This design comes from an exercise in tuning for small area, a short achievable clock period and few clock cycles on the open sky130 flow, not from production work. Where RTL was checked, it was by simulation tests only, not by an equivalence proof against the original. Only the layout flow was run in runs 1 to 4; the RTL was not checked for function there. Power figures rest on the tool's default switching activity, not on a simulated workload.

## flow/design.v (module list and top-level ports; edited modules follow where they fit)
// module fa1: 4 lines
// module ha1: 4 lines
// module mul_step: 520 lines
// module aoi222: 3 lines
// module nand2x: 3 lines
// module nand4x: 3 lines
// module nand3x: 3 lines
// module nor3x: 3 lines
// module rmux31: 13 lines
// module reg_file: 35 lines
// module pg_cell: 4 lines
// module pgn_cell: 4 lines
// module gp_black: 4 lines
// module gp_gray: 3 lines
// module xor_cell: 3 lines
// module mux2i_cell: 3 lines
// module oreg: 4 lines
// module oreg_r: 7 lines
// module and2_cell: 3 lines
// module andn_cell: 3 lines
// module nor3_cell: 3 lines
// module nor3b_cell: 3 lines
// module and3b_cell: 3 lines
// module or2_cell: 3 lines
// module inv_cell: 3 lines
// module eq18: 79 lines
// module region_logic: 17 lines
// module nor2_cell: 3 lines
// module nand2_cell: 3 lines
// module eq32: 26 lines
// module add32: 340 lines
// module add32n: 340 lines
// module mips: 203 lines
module mips(
	input clk, arst_n,
	input [31:0] instr, mem_read_data,
	output [31:0] current_inst, alu_out, mem_write_data,
	output mem_write
);
  // ...
==> flow/flow/run.sh <==
#!/bin/bash
# The standard ORFS flow (the standard.sh) with these changes to how the
# layout is made:
#  - timing repair is asked to leave a setup margin, so that the tools keep
#    improving paths that already meet the design's period;
#  - the port buffers are plain buffers;
#  - clock tree synthesis uses larger sink clusters and no dummy loads.
# Each step's output goes to a log of its own.
set -euo pipefail
MARGIN=${MARGIN:-16.4}
CTS="-sink_clustering_enable -repair_clock_nets -sink_clustering_size 28 -sink_clustering_max_diameter 75 -dont_use_dummy_load"
bash standard.sh synth > log_synth.txt 2>&1
for t in floorplan place cts route finish; do
  bash standard.sh SETUP_SLACK_MARGIN=$MARGIN "BUFFER_PORTS_ARGS=-buffer_cell sky130_fd_sc_hd__buf_2" "CTS_ARGS=$CTS" $t > log_$t.txt 2>&1
done
==> flow/standard.sh <==
#!/bin/bash
# synth_recipe.tcl (not shown) runs the flow's synth.tcl, then flattens the netlist and writes it again
# the make line also repeats each setting of config.mk as NAME=value (left out here)
make -C /OpenROAD-flow-scripts/flow DESIGN_CONFIG=/design/flow/config.mk WORK_HOME=/design/flow/orfs CLKGATE_MAP_FILE= SYNTH_SCRIPT=/design/flow/synth_recipe.tcl "${@:-finish}"
==> flow/config.mk <==
export PLATFORM = sky130hd
export DESIGN_NAME = mips
export DESIGN_NICKNAME = mips
export VERILOG_FILES = /design/flow/design.v
export SDC_FILE = /design/flow/constraint.sdc
export NUM_CORES = 8
export LEC_CHECK = 0
export CAP_MARGIN = 20
export CORE_MARGIN = 2
export CORE_UTILIZATION = 55
export SLEW_MARGIN = 20
export SYNTH_HIERARCHICAL = 1
==> flow/constraint.sdc <==
create_clock -name core_clock -period 22.0 [get_ports {clk}]
set_input_delay 4.4000 -clock core_clock [delete_from_list [all_inputs] [get_ports {clk}]]
set_output_delay 4.4000 -clock core_clock [all_outputs]
set_load 0.01 [all_outputs]
==> flow_metrics.py, run 1 <==
metrics = {
    "final_layout": {
        "final_cell_area_um2": 73000,
        "area.growth.synth_to_final_pct": 8.89,
        "top_area_cell_class": "registers",
        "clock_buffer_count": 71,
        "multiInputCombCellCount": 3450,
        "number_of_flip_flops_under_the_largest_register_name": 512,
    },
    "grt": {
        "grt.met2_usage": 0.587,
        "track_usage": 0.396,
        "global_route.usage.met1": 0.546,
        "largest_net_degree_at_the_start_of_global_routing": 102,
    },
    "sta": {
        "timing.hold.ws_ns": 0.509,
        "timing.final.crit_period_ns": 5.69,
        "pins_over_their_slew_limit": 0,
        "setup-violations-final": 0,
    },
    "place": {
        "weighted_congestion_reported_at_the_end_of_routability_driven_placement": 0.942,
        "numPlacedInstances": 6752,
        "dp_slack_ns": 15.93,
    },
    "clock_network": {
        "cts_hold_repair.buffers": 0,
        "postCtsResizedCells": 119,
    },
    "worst_hold_path": {
        "worst_hold_startpoint": "mstep[0]",
    },
    "power": {
        "pg_clk_mw": 1.35,
        "power_sequential_mw": 3.24,
        "netSwitchingPower_mw": 2.31,
    },
    "worst_setup_path": {
        "cp_cell_sequence": "buf_6",
        "setup.worst_path.end_class": "primary output",
        "regToRegStartpoint": "res_m[5]",
        "critical_path_cell_count": 1,
    },
    "die": {
        "floorplan.die.height_um": 353,
        "chipWidth_um": 353,
        "nWellTaps": 1625,
    },
    "run_status": {
        "status": "complete, no violations",
    },
    "drt": {
        "wire_length_on_met3_um": 34300,
    },
    "logic_synthesis": {
        "synth_warnings": 9,
        "post_synth_inst_count": 4990,
    },
}
==> module mips, before the edit <==
module mips(
	input clk, arst_n,
	input [31:0] instr, mem_read_data,
	output [31:0] current_inst, alu_out, mem_write_data,
	output mem_write
);
	reg  [31:2] pc_f;
	wire [31:2] pc_f4 = pc_f + 30'd1;
	wire f_j = (instr[31:26] == 6'b000010);
	wire [31:2] pc_o;
	assign current_inst = {pc_o, 2'b00};
	reg        v_d;
	reg [31:0] ir;
	reg [3:0]  rs_hi, rt_hi;
	reg [7:0]  rs_lo, rt_lo;
	wire [5:0] op = ir[31:26];
	wire [4:0] rs = ir[25:21], rt = ir[20:16], rd = ir[15:11];
	wire [5:0] fn = ir[5:0];
	wire d_r    = v_d & (op == 6'h00);
	wire d_addi = v_d & (op == 6'h08);
	wire d_lw   = v_d & (op == 6'h23);
	wire d_sw   = v_d & (op == 6'h2b);
	wire d_beq  = v_d & (op == 6'h04);
	wire f_sub  = (fn == 6'h22);
	wire f_slt  = (fn == 6'h2a);
	wire f_mul  = (fn == 6'h1c);
	wire [4:0] dst = d_r ? rd : rt;
	wire d_wr   = (d_r | d_addi | d_lw) & (dst != 5'd0);
	wire use_rs = d_r | d_addi | d_lw | d_sw | d_beq;
	wire use_rt = d_r | d_sw | d_beq;
	reg        we_m, ld_m, st_m, mul_m;
	reg        sub_m, slt_m;	 
	reg [1:0]  mstep;
	reg [23:0] acc_s, acc_c;
	reg        acc_ci;
	reg [4:0]  rd_m;
	reg [31:0] res_m, sd_m;
	wire [31:0] rf_an, rf_bn;
	wire [31:0] wb;
	wire mul_busy = mul_m & (mstep != 2'd3);
	wire wb_en = we_m & ~mul_busy;
	reg_file reg_file(.clk(clk), .we(wb_en), .hi1(rs_hi), .lo1(rs_lo), .hi2(rt_hi), .lo2(rt_lo), .a3(rd_m), .wd(wb), .rd1_n(rf_an), .rd2_n(rf_bn));
	wire hit_a = we_m & (rd_m == rs);
	wire hit_b = we_m & (rd_m == rt);
	wire [31:0] dres;	 
	wire [31:0] a = hit_a ? dres : ~rf_an;
	wire [31:0] b = hit_b ? dres : ~rf_bn;
	wire d_mul = d_r & f_mul;
	wire ld_a = ld_m & hit_a;
	wire ld_b = ld_m & hit_b;
	wire stall = mul_busy |
	             (mul_m & ((use_rs & hit_a) | (use_rt & hit_b))) |
	             (hit_a & (d_lw | d_sw)) | (ld_a & d_beq) | (ld_b & d_beq);
	wire [31:0] imm = {{16{ir[15]}}, ir[15:0]};
	wire [31:0] agu;
	wire        agu_co;
	add32n agu_add(.an(rf_an), .b(imm), .cin(1'b0), .s(agu), .co(agu_co));
	wire eq;
	eq32 beq_cmp(.a(a), .b(b), .eq(eq));
	reg pred_d;
	wire br_ok = d_beq & ~stall & ~pred_d;
	wire redirect = br_ok & eq;
	wire redirect_lo, redirect_hi;
	and2_cell rdl(.a(br_ok), .b(eq), .y(redirect_lo));
	and2_cell rdh(.a(br_ok), .b(eq), .y(redirect_hi));
	reg       jf_v, fold_d;
	reg [9:2] jf_j, jf_tgt;
	wire jf_hit = jf_v & (pc_f4[9:2] == jf_j);
	wire j_hi3, j_lo3;
	nor3_cell jd1(.a(instr[31]), .b(instr[30]), .c(instr[29]), .y(j_hi3));
	nor3b_cell jd2(.a(instr[28]), .b(instr[26]), .cn(instr[27]), .y(j_lo3));
	wire j_mid, j_same, jf_learn, jf_v_n, ub_v_n;
	eq18 jsm(.a(instr[25:8]), .b(pc_f[27:10]), .eq(j_mid));
	and2_cell jsa(.a(j_mid), .b(pc_f4[31:28] == pc_f[31:28]), .y(j_same));
	wire [31:2] d_next = {pc_f[31:10], fold_d ? jf_j : pc_f[9:2]};
	wire [31:2] pc_tgt = d_next + {{14{ir[15]}}, ir[15:0]};
	reg       ub_v;
	reg [9:2] ub_key, ub_tgt;
	wire ub_hit = ub_v & (pc_f[9:2] == ub_key);
	wire fold = jf_hit & ~f_j & ~ub_hit;
	wire ub_load = d_beq & ~pred_d & (rs == 5'd0) & (rt == 5'd0) & ~stall;
	wire tgt_same = (pc_tgt[31:10] == pc_f[31:10]);
	region_logic rgl(.j_hi3(j_hi3), .j_lo3(j_lo3), .j_same(j_same), .lrn_ok(pc_f[9:2] != 8'd0),
		.stall(stall), .redirect(redirect), .rc_red(~tgt_same),
		.seq_cross(pc_f[9:2] == 8'hff), .jf_v(jf_v), .ub_v(ub_v),
		.ub_load(ub_load), .ub_ok(tgt_same & (d_next[9:2] != 8'd0)),
		.jf_load(jf_learn), .jf_v_n(jf_v_n), .ub_v_n(ub_v_n));
	wire [31:2] pc_a = ub_hit ? {pc_f[31:10], ub_tgt} :
	                   jf_hit ? {pc_f[31:10], jf_tgt} : pc_f4;
	wire [31:2] pc_b = stall ? pc_f : pc_a;
	wire [31:2] pc_j = {pc_f4[31:28], instr[25:0]};
	wire sel_j_lo, sel_j_hi;
	and3b_cell sjl(.an(stall), .b(j_hi3), .c(j_lo3), .y(sel_j_lo));
	and3b_cell sjh(.an(stall), .b(j_hi3), .c(j_lo3), .y(sel_j_hi));
	wire [31:2] pcn_c, pc_next;
	wire [31:2] pcn_tgt = ~pc_tgt;
	genvar gi;
	generate for (gi = 2; gi < 32; gi = gi + 1) begin : gpc
		mux2i_cell mj(.a(pc_b[gi]), .b(pc_j[gi]), .s(gi < 17 ? sel_j_lo : sel_j_hi), .y(pcn_c[gi]));
		mux2i_cell mr(.a(pcn_c[gi]), .b(pcn_tgt[gi]), .s(gi < 10 ? redirect_lo : redirect_hi), .y(pc_next[gi]));
	end endgenerate
	wire [7:0]  pbyte;
	wire        pcout;
	wire [23:0] nacc_s, nacc_c;
	mul_step mul_step(.a(res_m), .b(sd_m[7:0]), .s(acc_s), .c(acc_c), .cin(acc_ci),
		.p(pbyte), .cout(pcout), .s_next(nacc_s), .c_next(nacc_c));
	wire [31:0] mprod = {pbyte, sd_m[31:8]};
	wire [31:0] msum;
	wire        mcout;
	add32 alu_add(.a(res_m), .b(sd_m), .cin(sub_m), .s(msum), .co(mcout));
	assign dres = slt_m ? {31'd0, ~mcout} : msum;
	wire [31:0] wb_alu = mul_m ? mprod : dres;
	assign wb = ld_m ? mem_read_data : wb_alu;
	wire d_sub = d_r & (f_sub | f_slt);
	wire [31:0] sd_next = mul_busy ? mprod : d_addi ? imm : (ld_b ? mem_read_data : b) ^ {32{d_sub}};
	wire [31:0] res_next = (d_lw | d_sw) ? agu : ld_a ? mem_read_data : a;
	oreg #(32) ao_r(.clk(clk), .d(res_next), .q(alu_out));
	oreg #(32) sd_r(.clk(clk), .d(sd_next), .q(mem_write_data));
	assign pc_o = pc_f;
	assign mem_write = st_m;
	always @(posedge clk or negedge arst_n) begin
		if (!arst_n) begin
			pc_f <= 30'd0;
			v_d <= 1'b0;
			we_m <= 1'b0;
			ld_m <= 1'b0;
			st_m <= 1'b0;
			mul_m <= 1'b0;
			mstep <= 2'd0;
		end else begin
			pc_f <= pc_next;
			if (!stall)
				v_d <= ~redirect;
			if (mul_busy) begin
				mstep <= mstep + 2'd1;
			end else if (stall) begin
				we_m <= 1'b0;
				ld_m <= 1'b0;
				st_m <= 1'b0;
				mul_m <= 1'b0;
			end else begin
				we_m <= d_wr;
				ld_m <= d_lw;
				st_m <= d_sw;
				mul_m <= d_mul & (dst != 5'd0);
				mstep <= 2'd0;
			end
		end
	end
	always @(posedge clk or negedge arst_n) begin
		if (!arst_n)
			jf_v <= 1'b0;
		else
			jf_v <= jf_v_n;
	end
	always @(posedge clk or negedge arst_n) begin
		if (!arst_n)
			ub_v <= 1'b0;
		else
			ub_v <= ub_v_n;
	end
	always @(posedge clk) begin
		if (ub_load) begin
			ub_key <= d_next[9:2] - 8'd1;
			ub_tgt <= pc_tgt[9:2];
		end
	end
	always @(posedge clk) begin
		if (jf_learn) begin
			jf_j <= pc_f[9:2];
			jf_tgt <= instr[7:0];
		end
	end
	always @(posedge clk) begin
		if (mul_busy) begin
			acc_s <= nacc_s;
			acc_c <= nacc_c;
			acc_ci <= pcout;
		end else begin
			acc_s <= 24'd0;
			acc_c <= 24'd0;
			acc_ci <= 1'b0;
		end
	end
	always @(posedge clk) begin
		if (!stall) begin
			ir <= instr;
			rs_hi <= 4'd1 << instr[25:24];
			rs_lo <= 8'd1 << instr[23:21];
			rt_hi <= 4'd1 << instr[20:19];
			rt_lo <= 8'd1 << instr[18:16];
			pred_d <= ub_hit;
			fold_d <= fold;
		end
		sd_m <= sd_next;
		if (!mul_busy) begin
			res_m <= res_next;
			rd_m <= dst;
			sub_m <= d_sub;
			slt_m <= d_r & f_slt;
		end
	end
endmodule
==> inputs of run 2 (changes only) <==
--- a/flow/design.v
+++ b/flow/design.v
@@ -1567,7 +1567,7 @@
 	wire [31:0] sd_next = mul_busy ? mprod : d_addi ? imm : (ld_b ? mem_read_data : b) ^ {32{d_sub}};
 	wire [31:0] res_next = (d_lw | d_sw) ? agu : ld_a ? mem_read_data : a;
 	oreg #(32) ao_r(.clk(clk), .d(res_next), .q(alu_out));
-	oreg #(32) sd_r(.clk(clk), .d(sd_next), .q(mem_write_data));
+	assign mem_write_data = sd_m;
 	assign pc_o = pc_f;
 	assign mem_write = st_m;
 	always @(posedge clk or negedge arst_n) begin
==> run 2 against run 1 <==
Against the previous run: still clean; flip-flop and latch count fell by 32; maximum frequency down 0.52%; design area increased by 0.28%; hold slack got worse by 0.0012 ns; routed wire length increased by 3.1%; total power up 0.91%; clock power about the same; clock-buffer cell count rose by 3; cell count grew 0.15%; combinational power rose by 5%; global-route usage grew 1.8 points; register-to-register slack worse by 0.17 ns; highest routed layer unchanged.
==> flow_metrics.py, run 2 <==
metrics = {
    "final_layout": {
        "fin_nets": 5649,
        "largest_register": "reg_file.rh",
        "most_common_cell_after_layout_fill_and_taps_aside": "edfxtp_1",
        "drive_above_1_share": 0.134,
        "final_cells": 6868,
        "top_library_cells_by_usage_in_the_layout_fill_and_taps_aside": "edfxtp_1 (1121), a222oi_1 (640), and2_1 (552)",
        "filler_cell_count": 9632,
        "seq_area_um2": 37100,
        "multi_input_area_um2": 28900,
        "final_cell_area_um2": 73200,
        "area.growth.synth_to_final_pct": 10.2,
        "number_of_flip_flops_under_the_largest_register_name": 512,
    },
    "clock_network": {
        "h-tree-depth": 3,
        "clk_latency_ns": 0.72,
        "cts_hold_repair.buffers": 0,
        "root_buffer": "clkbuf_16",
        "number_of_buffers_created_by_cts": 74,
        "path_clk_slew_ns": 0.07,
        "numClockSinks": 1273,
        "tritoncts": "built",
        "ctsLongestPathBuffers": 3,
    },
    "power": {
        "static-leakage-power_nw": 28.1,
        "power_density_nw_per_um2": 93.3,
        "report.power.total_mw": 6.83,
        "worst_ir_drop_vdd_mv": 0.0681,
    },
    "die": {
        "chipWidth_um": 351,
        "std_cell_rows": 127,
        "coreArea_um2": 120000,
        "start_util": 0.554,
        "floorplan.io_pins": 163,
        "floorplan.die_area_um2": 123000,
        "floorplan.die.height_um": 351,
    },
    "worst_setup_path": {
        "required_ns": 17.60,
        "cpMostUsedCell": "buf_6",
        "cp_cell_sequence": "buf_6, buf_6",
        "crit_path_top_delay_cell": "dfrtp_1",
        "worst-endpoint-arrival_ns": 1.32,
        "cp_num_buf_inv": 2,
        "crit-reg2reg-capture": "pc_f[7]",
        "worstRegToRegCells": 18,
        "worst_setup_path_start_kind": "flip-flop",
        "slowest_delay_ns": 0.39,
        "ff2ff_setup_slack_ns": 16.60,
        "crit_family": "flip-flops",
        "worst-setup-path-type": "flip-flop to primary output",
        "critical_path.max_fanout": 2,
        "setup.worst_path.end_class": "primary output",
        "regToRegStartpoint": "res_m[0]",
    },
    "worst_hold_path": {
        "worst_hold_depth": 1,
        "min_delay_worst_endpoint": "mstep[0]",
        "hold_path.class": "flip-flop to flip-flop",
        "worst_hold_startpoint": "mstep[0]",
    },
    "grt": {
        "grt_pass1_wl_um": 361000,
        "track_usage": 0.415,
        "globalRouteOverflowTotal": 0,
        "largest_net_degree_at_the_start_of_global_routing": 69,
        "first_global_vias": 48900,
        "grt_antenna_before_repair": 16,
    },
    "drt": {
        "routed-via-count": 50800,
        "drt_iter0_markers": 11800,
        "drt_first_pass_iters": 14,
        "routed_wire_length_per_instance_um": 38.1,
        "detail_route.vias_per_cell": 7.40,
        "drt.antenna.violating_nets": 0,
        "drc_errors": 0,
        "finalWirelength_um": 261000,
    },
    "run_status": {
        "status": "complete, no violations",
    },
    "sta": {
        "timing.max_slew.rel_slack": 0.254,
        "timing.final.crit_period_ns": 5.72,
        "final_min_period_over_clock_period": 0.260,
        "max_clock_freq_mhz": 175,
        "hold_viol": 0,
        "fin_setup_tns_ns": 0,
        "worst-slew-pin-transition_ns": 1.12,
        "setup-violations-final": 0,
        "grt_setup_unrepaired": "true",
        "pins_over_their_slew_limit": 0,
        "post_route_clock_skew_ns": 0.124,
        "timing.hold.ws_ns": 0.507,
    },
    "place": {
        "placement.cell_area_um2": 69900,
        "numPlacedInstances": 6709,
        "portBuffers": 160,
        "place_hpwl_um": 159000,
        "weighted_congestion_reported_at_the_end_of_routability_driven_placement": 0.929,
    },
    "logic_synthesis": {
        "synth_warnings": 9,
        "syn-cell-area_um2": 66400,
        "avgSynthCellArea_um2": 13.4,
        "post_synth_inst_count": 4958,
    },
    "job": {
        "cap_viol_max_count": 0,
    },
}
-- run 2: metrics by stage --
step / setup slack (ns) / util
after floorplan: 16.48 / -
after global placement: 16.01 / 0.583
after detailed placement: 16.00 / 0.584
after CTS: 16.26 / 0.610
after global routing: 16.25 / 0.611
final: 16.28 / 0.611
-- run 2: timing repair --
action	in CTS	in global routing
pin swaps	0	0
setup endpoints to repair	73	48
buffers inserted	70	4
cloned	7	0
resized for setup	182	6
-- run 2: layout make-up --
type                            instances  share of cell area
Antenna cell                            4            0.000137
Timing Repair Buffer                  382              0.0419
Sequential cell                      1273               0.507
Multi-Input combinational cell       3450               0.395
Clock buffer                           74              0.0253
Inverter                               73             0.00374
Tap cell                             1612              0.0276
-- run 2: worst max-delay path by stage --
stage,cells after the start,end,slack [ns],startpoint
after floorplan,4,pc_f[10],16.48,instr[26]
after global placement,11,ub_v,16.01,instr[9]
after detailed placement,11,ub_v,16.00,instr[11]
after CTS,2,current_inst[11],16.26,pc_f[11]
after global routing,2,current_inst[11],16.25,pc_f[11]
final,2,current_inst[11],16.28,pc_f[11]
-- run 2: layer usage --
| layer | vias to the layer above | track usage | wire (um) |
|---|---|---|---|
| met4 | 18 | 0.184 | 13700 |
| met5 | - | 0.00157 | 133 |
| met3 | 672 | 0.113 | 37500 |
| met2 | 4115 | 0.614 | 113000 |
| met1 | 25400 | 0.574 | 97300 |
| li1 | 20600 | - | - |
-- run 2: report_power, final --
group	switching [mW]	total [mW]	internal (mW)
sequential	0.0983	3.16	3.06
combinational	1.49	2.29	0.799
clock	0.778	1.38	0.599
==> inputs of run 3 (changes only) <==
--- a/flow/design.v
+++ b/flow/design.v
@@ -1566,8 +1566,8 @@
 	wire d_sub = d_r & (f_sub | f_slt);
 	wire [31:0] sd_next = mul_busy ? mprod : d_addi ? imm : (ld_b ? mem_read_data : b) ^ {32{d_sub}};
 	wire [31:0] res_next = (d_lw | d_sw) ? agu : ld_a ? mem_read_data : a;
-	oreg #(32) ao_r(.clk(clk), .d(res_next), .q(alu_out));
-	assign mem_write_data = sd_m;
+	assign alu_out = res_m;
+	oreg #(32) sd_r(.clk(clk), .d(sd_next), .q(mem_write_data));
 	assign pc_o = pc_f;
 	assign mem_write = st_m;
 	always @(posedge clk or negedge arst_n) begin
==> run 3 against run 2 <==
Against the previous run: clock skew fell by 0.017 ns; design area fell by 0.26%; sequential power barely moved; cell count rose by 0.10%; setup slack got worse by 0.20 ns; critical endpoint is now alu_out[3].
==> flow_metrics.py, run 3 <==
metrics = {
    "run_status": {
        "status": "complete, no violations",
    },
    "place": {
        "place_hpwl_um": 155000,
        "portBuffers": 160,
        "weighted_congestion_reported_at_the_end_of_routability_driven_placement": 0.936,
        "placement.cell_area_um2": 70000,
        "dp_slack_ns": 15.98,
    },
    "sta": {
        "pins_over_their_slew_limit": 0,
        "timing.final.crit_period_ns": 5.92,
        "timing.max_slew.rel_slack": 0.192,
        "fin_setup_tns_ns": 0,
        "setup-violations-final": 0,
        "grt_setup_unrepaired": "true",
        "worst-slew-pin-transition_ns": 1.18,
        "final_min_period_over_clock_period": 0.269,
        "timing.final.ws_setup_ns": 16.08,
        "post_route_clock_skew_ns": 0.107,
        "max_clock_freq_mhz": 169,
        "hold_viol": 0,
    },
    "die": {
        "std_cell_rows": 127,
        "floorplan.die.height_um": 351,
        "floorplan.die_area_um2": 123000,
        "start_util": 0.554,
        "chipWidth_um": 351,
        "coreArea_um2": 120000,
        "floorplan.io_pins": 163,
    },
    "power": {
        "switching_share": 0.340,
        "report.power.total_mw": 6.70,
        "worst_ir_drop_vdd_mv": 0.103,
        "comb_power_share": 0.330,
        "power_density_nw_per_um2": 91.8,
        "clockPowerShare": 0.202,
        "p_int_mw": 4.42,
        "seq_power_share": 0.468,
        "static-leakage-power_nw": 28.1,
        "netSwitchingPower_mw": 2.28,
    },
    "final_layout": {
        "drive_above_1_share": 0.132,
        "number_of_flip_flops_under_the_largest_register_name": 512,
        "fin_nets": 5658,
        "layout.core_utilization": 0.609,
        "final_cell_area_um2": 73000,
        "multi_input_area_um2": 28800,
        "top_library_cells_by_usage_in_the_layout_fill_and_taps_aside": "edfxtp_1 (1121), a222oi_1 (640), and2_1 (552)",
        "area.growth.synth_to_final_pct": 9.96,
        "largest_register": "reg_file.rh",
        "seq_area_um2": 37000,
        "filler_cell_count": 9584,
        "most_common_cell_after_layout_fill_and_taps_aside": "edfxtp_1",
    },
    "clock_network": {
        "numClockSinks": 1273,
        "number_of_buffers_created_by_cts": 73,
        "ctsLongestPathBuffers": 3,
        "root_buffer": "clkbuf_16",
        "clk_latency_ns": 0.72,
        "h-tree-depth": 3,
        "tritoncts": "built",
        "path_clk_slew_ns": 0.10,
    },
    "worst_hold_path": {
        "hold_path.class": "flip-flop to flip-flop",
    },
    "worst_setup_path": {
        "ff2ff_setup_slack_ns": 16.62,
        "cp_cell_sequence": "buf_2",
        "critPathCapture": "alu_out[3]",
        "worstRegToRegCells": 21,
        "regToRegStartpoint": "res_m[2]",
        "slowest_delay_ns": 0.60,
        "worst_setup_path_start_kind": "flip-flop",
        "critical_path.max_fanout": 2,
        "crit_family": "flip-flops",
        "worst-setup-path-type": "flip-flop to primary output",
        "crit_path_top_delay_cell": "edfxtp_1",
        "setup.worst_path.end_class": "primary output",
        "crit_path_start": "res_m[3]",
        "required_ns": 17.60,
        "critical_path_cell_count": 1,
        "worst-endpoint-arrival_ns": 1.52,
        "crit-reg2reg-capture": "pc_f[6]",
        "cp_num_buf_inv": 1,
    },
    "drt": {
        "drt.antenna.violating_nets": 0,
        "detail_route.vias_per_cell": 7.33,
        "finalWirelength_um": 248000,
        "routed-via-count": 50400,
        "drt_iter0_markers": 11500,
        "routed_wire_length_per_instance_um": 36.0,
        "drt_first_pass_iters": 15,
        "drc_errors": 0,
    },
    "grt": {
        "grt_antenna_before_repair": 23,
        "globalRouteOverflowTotal": 0,
        "grt_pass1_wl_um": 345000,
        "largest_net_degree_at_the_start_of_global_routing": 69,
        "first_global_vias": 48600,
        "track_usage": 0.394,
    },
    "logic_synthesis": {
        "post_synth_inst_count": 4958,
        "avgSynthCellArea_um2": 13.4,
        "syn-cell-area_um2": 66400,
        "synth_warnings": 9,
    },
    "job": {
        "cap_viol_max_count": 0,
    },
}
run 3: repair_timing:
action                     4_1_cts  5_1_grt
hold buffers                     0        0
setup endpoints to repair       88       66
setup buffers                   69        4
gates resized for setup        139        9
run 3: cell type report:
type	instances	area share
sequential	1273	0.507
multi-input combinational	3450	0.395
tap	1612	0.0276
timing repair buffer	392	0.0415
antenna	2	0.0000686
inverter	73	0.00375
clock buffer	73	0.0250
run 3: power groups by stage:
stage	Clock (mW)	Sequential, mW	Combinational [mW]
after detailed placement	0	3.23	2.01
after CTS	1.36	3.14	2.16
after global placement	0	3.23	1.99
final	1.35	3.14	2.21
after floorplan	0	3.20	1.42
after global routing	1.44	3.14	2.39
run 3: worst min path at each step:
stage	endpoint	startpoint	cells past startpoint	slack [ns]
2_1_floorplan	sd_m[15]	sd_m[23]	1	0.47
3_3_place_gp	st_m	st_m	1	0.48
3_5_place_dp	st_m	st_m	1	0.49
4_1_cts	mstep[0]	mstep[0]	1	0.51
5_1_grt	st_m	st_m	1	0.56
6_report	mstep[0]	mstep[0]	1	0.51
run 3: per-layer routing:
layer / track usage / share of wire
met2: 0.564 / 0.42
met1: 0.562 / 0.38
met4: 0.166 / 0.049
met3: 0.112 / 0.14
met5: 0.00157 / 0.00068
run 3: through the flow:
stage	instances	hold slack (ns)
floorplan	4965	0.467
global placement	6724	0.480
detailed placement	6726	0.494
CTS	6868	0.509
global route	6873	0.560
finish	6875	0.507
==> inputs of run 4 (changes only) <==
--- a/flow/design.v
+++ b/flow/design.v
@@ -1566,7 +1566,7 @@
 	wire d_sub = d_r & (f_sub | f_slt);
 	wire [31:0] sd_next = mul_busy ? mprod : d_addi ? imm : (ld_b ? mem_read_data : b) ^ {32{d_sub}};
 	wire [31:0] res_next = (d_lw | d_sw) ? agu : ld_a ? mem_read_data : a;
-	assign alu_out = res_m;
+	oreg #(32) ao_r(.clk(clk), .d(res_next), .q(alu_out));
 	oreg #(32) sd_r(.clk(clk), .d(sd_next), .q(mem_write_data));
 	assign pc_o = pc_f;
 	assign mem_write = st_m;
@@ -1583,17 +1583,15 @@
 			pc_f <= pc_next;
 			if (!stall)
 				v_d <= ~redirect;
+			ld_m <= d_lw & ~stall;
+			st_m <= d_sw & ~stall;
 			if (mul_busy) begin
 				mstep <= mstep + 2'd1;
 			end else if (stall) begin
 				we_m <= 1'b0;
-				ld_m <= 1'b0;
-				st_m <= 1'b0;
 				mul_m <= 1'b0;
 			end else begin
 				we_m <= d_wr;
-				ld_m <= d_lw;
-				st_m <= d_sw;
 				mul_m <= d_mul & (dst != 5'd0);
 				mstep <= 2'd0;
 			end
==> run 4 against run 3 <==
Against the previous run: total power grew 3.2%; global-route usage grew 0.76 points; non-clock buffer count shrank 45; sequential share of layout area grew 0.58 points; largest cell class unchanged.
==> flow_metrics.py, run 4 <==
metrics = {
    "power": {
        "report.power.total_mw": 6.92,
        "static-leakage-power_nw": 28.1,
        "power_density_nw_per_um2": 94.2,
        "worst_ir_drop_vdd_mv": 0.0911,
    },
    "sta": {
        "setup-violations-final": 0,
        "hold_viol": 0,
        "timing.hold.ws_ns": 0.519,
        "fin_setup_tns_ns": 0,
        "post_route_clock_skew_ns": 0.108,
        "pins_over_their_slew_limit": 0,
        "timing.final.crit_period_ns": 5.67,
        "grt_setup_unrepaired": "true",
        "final_min_period_over_clock_period": 0.258,
        "worst-slew-pin-transition_ns": 1.09,
        "max_clock_freq_mhz": 176,
        "timing.max_slew.rel_slack": 0.273,
        "timing.final.ws_setup_ns": 16.33,
    },
    "worst_setup_path": {
        "critical_path_cell_count": 1,
        "crit_path_top_delay_cell": "dfrtp_2",
        "slowest_delay_ns": 0.45,
        "cp_num_buf_inv": 1,
        "ff2ff_setup_slack_ns": 16.51,
        "worst-setup-path-type": "flip-flop to primary output",
        "crit_family": "flip-flops",
        "worstRegToRegCells": 14,
        "regToRegStartpoint": "rs_lo[6]",
        "crit-reg2reg-capture": "pc_f[8]",
        "critical_path.max_fanout": 2,
        "worst-endpoint-arrival_ns": 1.27,
        "worst_setup_path_start_kind": "flip-flop",
        "setup.worst_path.end_class": "primary output",
        "cp_cell_sequence": "buf_6",
        "required_ns": 17.60,
    },
    "die": {
        "start_util": 0.554,
        "chipWidth_um": 354,
        "floorplan.die.height_um": 354,
        "coreArea_um2": 122000,
        "std_cell_rows": 128,
        "floorplan.die_area_um2": 125000,
        "floorplan.io_pins": 163,
    },
    "final_layout": {
        "most_common_cell_after_layout_fill_and_taps_aside": "edfxtp_1",
        "layout.core_utilization": 0.604,
        "drive_above_1_share": 0.125,
        "fin_nets": 5681,
        "area.growth.synth_to_final_pct": 9.12,
        "number_of_flip_flops_under_the_largest_register_name": 512,
        "filler_cell_count": 9639,
        "top_library_cells_by_usage_in_the_layout_fill_and_taps_aside": "edfxtp_1 (1121), a222oi_1 (640), and2_1 (555)",
        "largest_register": "reg_file.rh",
    },
    "clock_network": {
        "clk_latency_ns": 0.73,
        "number_of_buffers_created_by_cts": 78,
        "numClockSinks": 1305,
        "h-tree-depth": 3,
        "ctsLongestPathBuffers": 3,
        "cts_hold_repair.buffers": 0,
        "root_buffer": "clkbuf_16",
        "path_clk_slew_ns": 0.08,
        "tritoncts": "built",
    },
    "drt": {
        "drt_first_pass_iters": 13,
        "drt.antenna.violating_nets": 0,
        "finalWirelength_um": 257000,
        "routed-via-count": 50800,
        "routed_wire_length_per_instance_um": 37.2,
        "detail_route.vias_per_cell": 7.34,
        "drt_iter0_markers": 10800,
        "drc_errors": 0,
    },
    "grt": {
        "largest_net_degree_at_the_start_of_global_routing": 72,
        "track_usage": 0.401,
        "first_global_vias": 48700,
        "grt_antenna_before_repair": 13,
        "grt_pass1_wl_um": 357000,
        "globalRouteOverflowTotal": 0,
    },
    "worst_hold_path": {
        "hold_path.class": "flip-flop to flip-flop",
        "worst_hold_startpoint": "mstep[1]",
        "min_delay_worst_endpoint": "mstep[1]",
        "worst_hold_depth": 2,
    },
    "place": {
        "place_hpwl_um": 162000,
        "portBuffers": 160,
        "weighted_congestion_reported_at_the_end_of_routability_driven_placement": 0.985,
        "dp_slack_ns": 15.97,
    },
    "logic_synthesis": {
        "post_synth_inst_count": 5025,
        "syn-cell-area_um2": 67300,
        "synth_warnings": 9,
        "avgSynthCellArea_um2": 13.4,
    },
    "run_status": {
        "status": "complete, no violations",
    },
    "job": {
        "cap_viol_max_count": 0,
    },
}
-- run 4: power breakdown --
part           switching, mW  leakage (nW)  internal, mW
logic                   1.49          15.2         0.760
clock network          0.795         0.961         0.630
registers              0.118          12.0          3.12
total                   2.40          28.1          4.51
-- run 4: how the worst max path moves through the flow --
stage | start | to | slack (ns)
2_1_floorplan | instr[26] | pc_f[10] | 16.48
3_3_place_gp | instr[23] | jf_v | 15.96
3_5_place_dp | instr[23] | jf_v | 15.97
4_1_cts | pc_f[3] | current_inst[3] | 16.30
5_1_grt | pc_f[24] | current_inst[24] | 16.31
6_report | pc_f[3] | current_inst[3] | 16.33
-- run 4: per-stage QoR --
stage          cell area [um^2]  cells
5_1_grt                   73400   6909
2_1_floorplan             67300   5032
3_5_place_dp              70900   6799
3_3_place_gp              70900   6799
6_report                  73400   6921
4_1_cts                   73400   6907
-- run 4: final cells by class --
cell class	instances	area, um^2	area share
Inverter	71	267	0.00363
Timing Repair Buffer	347	2460	0.0335
Sequential cell	1305	37600	0.513
Antenna cell	12	30.0	0.000409
Multi-Input combinational cell	3483	29100	0.396
Clock buffer	78	1950	0.0266
Tap cell	1625	2030	0.0277
-- run 4: what timing repair did --
item                                    in CTS  in global routing
endpoints found under the hold margin        0                  0
buffers inserted                            30                  2
resized for setup                          112                  4
endpoints found under the setup margin      68                 34
gates cloned                                 0                  0
-- run 4: per-layer routing --
layer	routed length, um	up-vias	share of wire	GRT usage
met2	108000	3876	0.42	0.575
met5	65	-	0.00025	0
met4	12600	10	0.049	0.170
li1	-	20800	-	-
met1	98400	25500	0.38	0.557
met3	38000	661	0.15	0.138
==> inputs of run 5 (changes only) <==
--- a/flow/design.v
+++ b/flow/design.v
@@ -1568,7 +1568,7 @@
 	wire [31:0] res_next = (d_lw | d_sw) ? agu : ld_a ? mem_read_data : a;
 	oreg #(32) ao_r(.clk(clk), .d(res_next), .q(alu_out));
 	oreg #(32) sd_r(.clk(clk), .d(sd_next), .q(mem_write_data));
-	assign pc_o = pc_f;
+	oreg_r #(30) pc_r(.clk(clk), .arst_n(arst_n), .d(pc_next), .q(pc_o));
 	assign mem_write = st_m;
 	always @(posedge clk or negedge arst_n) begin
 		if (!arst_n) begin
@@ -1583,15 +1583,17 @@
 			pc_f <= pc_next;
 			if (!stall)
 				v_d <= ~redirect;
-			ld_m <= d_lw & ~stall;
-			st_m <= d_sw & ~stall;
 			if (mul_busy) begin
 				mstep <= mstep + 2'd1;
 			end else if (stall) begin
 				we_m <= 1'b0;
+				ld_m <= 1'b0;
+				st_m <= 1'b0;
 				mul_m <= 1'b0;
 			end else begin
 				we_m <= d_wr;
+				ld_m <= d_lw;
+				st_m <= d_sw;
 				mul_m <= d_mul & (dst != 5'd0);
 				mstep <= 2'd0;
 			end
==> run 5 against run 4 <==
Against the previous run: still clean; utilization shrank 0.22 points; critical path depth is the same; flip-flop and latch count grew 30; non-clock buffer count shrank 42; routed wire length shrank 1.9%; hold slack lost 0.0082 ns; die area grew 0.68%; cell count shrank 0.66%; synthesized cell count is essentially flat; design area is essentially flat; register-to-register slack lost 0.06 ns; via count shrank 1.5%; critical path type unchanged; largest cell class unchanged.
==> flow_metrics.py, run 5 <==
metrics = {
    "clock_network": {
        "postCtsSetupBuffers": 0,
        "root_buffer": "clkbuf_16",
        "cts_hold_repair.buffers": 0,
        "numClockSinks": 1335,
        "h-tree-depth": 3,
        "path_clk_slew_ns": 0.11,
        "number_of_buffers_created_by_cts": 78,
        "tritoncts": "built",
        "clk_latency_ns": 0.73,
        "ctsLongestPathBuffers": 3,
    },
    "final_layout": {
        "most_common_cell_after_layout_fill_and_taps_aside": "edfxtp_1",
        "largest_register": "reg_file.rh",
        "layout.core_utilization": 0.602,
        "fin_nets": 5638,
        "filler_cell_count": 9736,
        "drive_above_1_share": 0.113,
        "top_library_cells_by_usage_in_the_layout_fill_and_taps_aside": "edfxtp_1 (1121), a222oi_1 (640), and2_1 (550)",
        "number_of_flip_flops_under_the_largest_register_name": 512,
        "area.growth.synth_to_final_pct": 8.41,
    },
    "power": {
        "worst_ir_drop_vdd_mv": 0.104,
        "power_density_nw_per_um2": 94.7,
        "report.power.total_mw": 6.96,
        "static-leakage-power_nw": 28.3,
    },
    "drt": {
        "finalWirelength_um": 252000,
        "drt_iter0_markers": 10700,
        "drt.antenna.violating_nets": 0,
        "drc_errors": 0,
        "routed-via-count": 50000,
        "drt_first_pass_iters": 13,
        "detail_route.vias_per_cell": 7.28,
        "routed_wire_length_per_instance_um": 36.7,
    },
    "die": {
        "floorplan.die_area_um2": 126000,
        "coreArea_um2": 122000,
        "std_cell_rows": 128,
        "floorplan.io_pins": 163,
        "floorplan.die.height_um": 355,
        "chipWidth_um": 355,
        "start_util": 0.555,
    },
    "place": {
        "weighted_congestion_reported_at_the_end_of_routability_driven_placement": 0.944,
        "place_hpwl_um": 157000,
        "portBuffers": 160,
    },
    "worst_setup_path": {
        "cp_num_buf_inv": 1,
        "worst-endpoint-arrival_ns": 1.26,
        "worst-setup-path-type": "flip-flop to primary output",
        "setup.worst_path.end_class": "primary output",
        "required_ns": 17.60,
        "regToRegStartpoint": "rt_hi[1]",
        "critical_path.max_fanout": 1,
        "worst_setup_path_start_kind": "flip-flop",
        "crit_path_start": "pc_r.q[7]",
        "crit-reg2reg-capture": "pc_r.q[17]",
        "crit_family": "flip-flops",
        "cp_cell_sequence": "buf_2",
        "worstRegToRegCells": 15,
        "ff2ff_setup_slack_ns": 16.45,
        "slowest_delay_ns": 0.40,
        "crit_path_top_delay_cell": "dfrtp_1",
    },
    "logic_synthesis": {
        "post_synth_inst_count": 5020,
        "syn-cell-area_um2": 67800,
        "synth_warnings": 10,
        "avgSynthCellArea_um2": 13.5,
    },
    "sta": {
        "grt_setup_unrepaired": "true",
        "timing.hold.ws_ns": 0.511,
        "timing.final.crit_period_ns": 5.66,
        "post_route_clock_skew_ns": 0.119,
        "fin_setup_tns_ns": 0,
        "pins_over_their_slew_limit": 0,
        "hold_viol": 0,
        "max_clock_freq_mhz": 177,
        "timing.max_slew.rel_slack": 0.256,
        "final_min_period_over_clock_period": 0.257,
        "worst-slew-pin-transition_ns": 1.11,
        "setup-violations-final": 0,
    },
    "job": {
        "cap_viol_max_count": 0,
    },
    "worst_hold_path": {
        "worst_hold_startpoint": "mstep[0]",
        "worst_hold_depth": 1,
        "min_delay_worst_endpoint": "mstep[0]",
        "hold_path.class": "flip-flop to flip-flop",
    },
    "run_status": {
        "status": "complete, no violations",
    },
    "grt": {
        "grt_pass1_wl_um": 352000,
        "track_usage": 0.393,
        "largest_net_degree_at_the_start_of_global_routing": 102,
        "first_global_vias": 48900,
        "grt_antenna_before_repair": 19,
        "globalRouteOverflowTotal": 0,
    },
}
-- run 5: final cells by class --
type | instances | area (um^2) | share of cell area
flip-flops and latches | 1335 | 38400 | 0.522
multi-input cells | 3450 | 28800 | 0.392
well taps | 1625 | 2030 | 0.0277
repair buffers | 305 | 2020 | 0.0275
clock buffers | 78 | 1950 | 0.0266
inverters | 73 | 275 | 0.00375
diodes | 9 | 22.5 | 0.000307
-- run 5: worst max-delay path by stage --
stage / endpoint / slack, ns / cells past startpoint
2_1_floorplan: pc_f[10] / 16.45 / 4
3_3_place_gp: pc_f[11] / 16.02 / 5
3_5_place_dp: pc_r.q[0] / 15.97 / 5
4_1_cts: current_inst[10] / 16.30 / 1
5_1_grt: current_inst[9] / 16.29 / 1
6_report: current_inst[9] / 16.34 / 1
-- run 5: where the power goes --
group	total, mW	leakage, nW	internal, mW	switching (mW)
registers	3.34	12.4	3.19	0.145
clock network	1.43	0.961	0.630	0.801
logic	2.19	14.9	0.733	1.46
-- run 5: per-layer routing --
layer / track usage / wire length [um]
met1: 0.527 / 93500
met2: 0.571 / 107000
met3: 0.137 / 37400
met4: 0.191 / 14400
met5: 0 / 235
-- run 5: stage by stage --
| stage | cells | setup WS (ns) | area, um^2 |
|---|---|---|---|
| after floorplan | 5027 | 16.45 | 67800 |
| after global placement | 6788 | 16.02 | 71300 |
| after detailed placement | 6788 | 15.97 | 71300 |
| after CTS | 6866 | 16.30 | 73400 |
| after global routing | 6868 | 16.29 | 73500 |
| final | 6875 | 16.34 | 73500 |
-- run 5: timing repair --
item	in CTS	in global routing
pin swaps	0	1
gates cloned	0	0
endpoints found under the hold margin	0	0
endpoints found under the setup margin	53	99
resized for setup	54	18
Testbench counts of run 5, summed over its fixed seeds: cycles 134,692.

[afterwards: timing with drivers on the ports]
No port has a modelled driver above. Below, the same layouts with a new extraction and two added sets of constraints.
Step 1: set_driving_cell puts a clkbuf_16 on clk and a buf_2 on each other input, an assumption about the parent block.
Step 2 times the ports against the registers' clock, not the clock port: input delays grow and output delays shrink by t, the midpoint of the rising clock arrivals with the driver on.
Slacks: ideal / step 1 / step 2; pairs: ideal / step 1.
run	t (ns)	setup slack, ns	latest minus earliest clock arrival (ns)
run 1	0.751	16.312 / 16.233 / 15.895	0.114 / 0.114
run 2	0.743	16.283 / 16.201 / 15.970	0.124 / 0.123
run 3	0.751	16.082 / 16.001 / 15.942	0.108 / 0.108
run 4	0.755	16.330 / 16.251 / 15.935	0.110 / 0.110
run 5	0.750	16.342 / 16.267 / 15.969	0.119 / 0.119
After both steps setup and hold are still met in every run listed. The setup slack of run 1, which loses most, moves by -0.079 ns with the drivers and by -0.417 ns with both steps.
